Background: an optimization exercise with open tools, aiming at small area, a short achievable clock period and few clock cycles. Do not read the settings as production practice.
At most, simulation tests tie the RTL to the original design; equivalence was not proved.

Setup of tundra:
Design LMFE, start of the top module:
module LMFE ( clk, reset, Din, in_en, busy, out_valid, Dout, mem_cen, mem_wen, mem_addr, mem_d, mem_q);
==> flow/config.mk <==
export PLATFORM = sky130hd
export DESIGN_NAME = LMFE
export DESIGN_NICKNAME = LMFE
export VERILOG_FILES = /design/flow/design.v
export SDC_FILE = /design/flow/constraint.sdc
export NUM_CORES = 4
export LEC_CHECK = 0
export CAP_MARGIN = 20
export CORE_MARGIN = 2
export CORE_UTILIZATION = 40
export CTS_BUF_LIST = sky130_fd_sc_hd__clkbuf_16
export CTS_CLUSTER_DIAMETER = 60
export CTS_CLUSTER_SIZE = 30
export SETUP_SLACK_MARGIN = 3.1
export SLEW_MARGIN = 20
==> flow/constraint.sdc <==
create_clock -name core_clock -period 6.0 [get_ports {clk}]
set_input_delay 1.2000 -clock core_clock [delete_from_list [all_inputs] [get_ports {clk}]]
set_output_delay 1.2000 -clock core_clock [all_outputs]
set_load 0.01 [all_outputs]
standard.sh (not shown) runs the stock make flow with config.mk's settings and CLKGATE_MAP_FILE= SYNTH_SCRIPT=/design/flow/synth_recipe.tcl, a recipe that flattens the netlist after the stock synthesis.
==> flow/flow/run.sh <==
#!/bin/bash
# The standard layout (the standard.sh, unchanged synthesis script and
# settings from config.mk), except that Yosys does not extract full-adder
# cells: with ADDER_MAP_FILE empty, ORFS's synth.tcl skips extract_fa, so ABC
# maps the adder trees from plain gates (faster than sky130 fa_1 cells).
# Registers are unaffected.
set -euo pipefail
export ADDER_MAP_FILE=
bash standard.sh > standard.log 2>&1
Testbench counts of tundra, summed over its fixed seeds: cycles 1,381,296.
diff inputs: tundra => harbor
--- a/flow/design.v
+++ b/flow/design.v
@@ -234,39 +234,52 @@
   assign msb[43] = P43[7];
   assign msb[44] = P44[7];
   assign msb[45] = P45[7];
   assign msb[46] = P46[7];
   assign msb[47] = P47[7];
   assign msb[48] = P48[7];
 reg  [2:0] ccr;                            
-reg  [2:0] CC0, CC1, CC2, CC3, CC4, CC5;    
 reg  [5:0] sreg;                           
 reg  [6:0] colact_n;                      
 reg  [4:0] k0_n;
-reg  [2:0] ccsel;
+reg  [6:0] cmsb;
+integer ci;
+always @(*) begin
+  for (ci = 0; ci < 7; ci = ci + 1) begin
+    case (k)
+      3'd0:    cmsb[ci] = msb[ci];
+      3'd1:    cmsb[ci] = msb[8 + ci];
+      3'd2:    cmsb[ci] = msb[16 + ci];
+      3'd3:    cmsb[ci] = msb[24 + ci];
+      3'd4:    cmsb[ci] = msb[32 + ci];
+      default: cmsb[ci] = msb[40 + ci];
+    endcase
+  end
+end
+wire [2:0] ccol = {2'b0, ~cmsb[0]} + {2'b0, ~cmsb[1]} + {2'b0, ~cmsb[2]} + {2'b0, ~cmsb[3]} +
+                  {2'b0, ~cmsb[4]} + {2'b0, ~cmsb[5]} + {2'b0, ~cmsb[6]};
+reg        cact;
 always @(*) begin
   case (k)
-    3'd1:    ccsel = colact_n[2] ? CC1 : 3'd0;
-    3'd2:    ccsel = colact_n[3] ? CC2 : 3'd0;
-    3'd3:    ccsel = colact_n[4] ? CC3 : 3'd0;
-    3'd4:    ccsel = colact_n[5] ? CC4 : 3'd0;
-    3'd5:    ccsel = colact_n[6] ? CC5 : 3'd0;
-    3'd6:    ccsel = colact_n[0] ? ccr : 3'd0;
-    default: ccsel = 3'd0;
+    3'd0:    cact = colact[1];
+    3'd1:    cact = colact_n[2];
+    3'd2:    cact = colact_n[3];
+    3'd3:    cact = colact_n[4];
+    3'd4:    cact = colact_n[5];
+    default: cact = colact_n[6];
   endcase
 end
-wire [5:0] sbase = (k == 3'd1) ? (colact_n[1] ? {3'b0, CC0} : 6'd0) : sreg;
-wire [5:0] snext = sbase + {3'b0, ccsel};
-wire [5:0] sfin  = sreg + {3'b0, colact_n[0] ? ccr : 3'd0};    
+reg  [2:0] ccreg;
+always @(posedge clk) ccreg <= cact ? ccol : 3'd0;
+wire [5:0] sbase = (k == 3'd1) ? 6'd0 : sreg;
+wire [5:0] snext = sbase + {3'b0, ccreg};
+wire [5:0] sfin  = snext + {3'b0, colact_n[0] ? ccr : 3'd0};    
 always @(posedge clk) begin
   ccr <= ((k == 3'd0) ? 3'd0 : ccr) + {2'b0, ~bus[7]};
-  if (k == 3'd0) begin
-    CC0 <= ccr; CC1 <= CC0; CC2 <= CC1; CC3 <= CC2; CC4 <= CC3; CC5 <= CC4;
-  end
-  sreg <= snext;
+  sreg <= (k == 3'd6) ? sfin : snext;
   if (k == 3'd0) begin
     colact_n <= colact;
     k0_n     <= k0;
   end
 end
 wire e7 = colact_n[0] & ~msb[0];               
 wire [5:0] z7 = sreg + {5'b0, e7};
@@ -795,10 +808,10 @@
     endcase
   end
 end
 always @(posedge clk) begin
   if ((pre || (run && k == 3'd0)) && in_en) din_r <= Din;
   if (run && k == 3'd0) accf <= in_en;
   if (pre || (run && k == 3'd6)) addr_r <= ldpos[9:0];
-  else if (run) addr_r <= {rr[2:0], ldcol};
+  else addr_r <= {rr[2:0], ldcol};
 end
 endmodule
==> results.txt <==
- Diff tundra -> harbor: number of cells produced by synthesis increased by 62 relative to the old numbers, final instance area saw an increase, area growth from synthesis to layout went up, critical path depth rose by 2.
- The number of tapcells of harbor falls short of that of tundra by about 1.1%.
- Comparing harbor and tundra, overall global routing resource usage is higher on harbor.
- Looking only at slack of the critical path, and setting everything else aside, the lower value of harbor and tundra goes to harbor.
The RTL of harbor was laid out without a check of its function.

-- static timing again, ports no longer ideal --
Ports are ideal in the flow. The routed layouts listed here were re-timed in OpenROAD. Step 1 assumes that a clkbuf_16 drives the clock port and a buf_2 every other input. Step 2 times the ports against the registers' clock, not the clock port: input delays grow and output delays shrink by t, the midpoint of the rising clock arrivals with the driver on. Slacks: ideal / step 1 / step 2; pairs: ideal / step 1.
| run | shift t [ns] | setup WS [ns] | worst hold slack (ns) |
|---|---|---|---|
| tundra | 0.635 | 3.221 / 3.221 / 2.733 | 0.318 / 0.318 / 0.318 |
| harbor | 0.642 | 3.121 / 3.100 / 2.672 | 0.318 / 0.318 / 0.318 |
After both steps setup and hold are still met in every run listed. The setup slack of tundra, which loses most, moves by 0.000 ns with the drivers and by -0.488 ns with both steps.
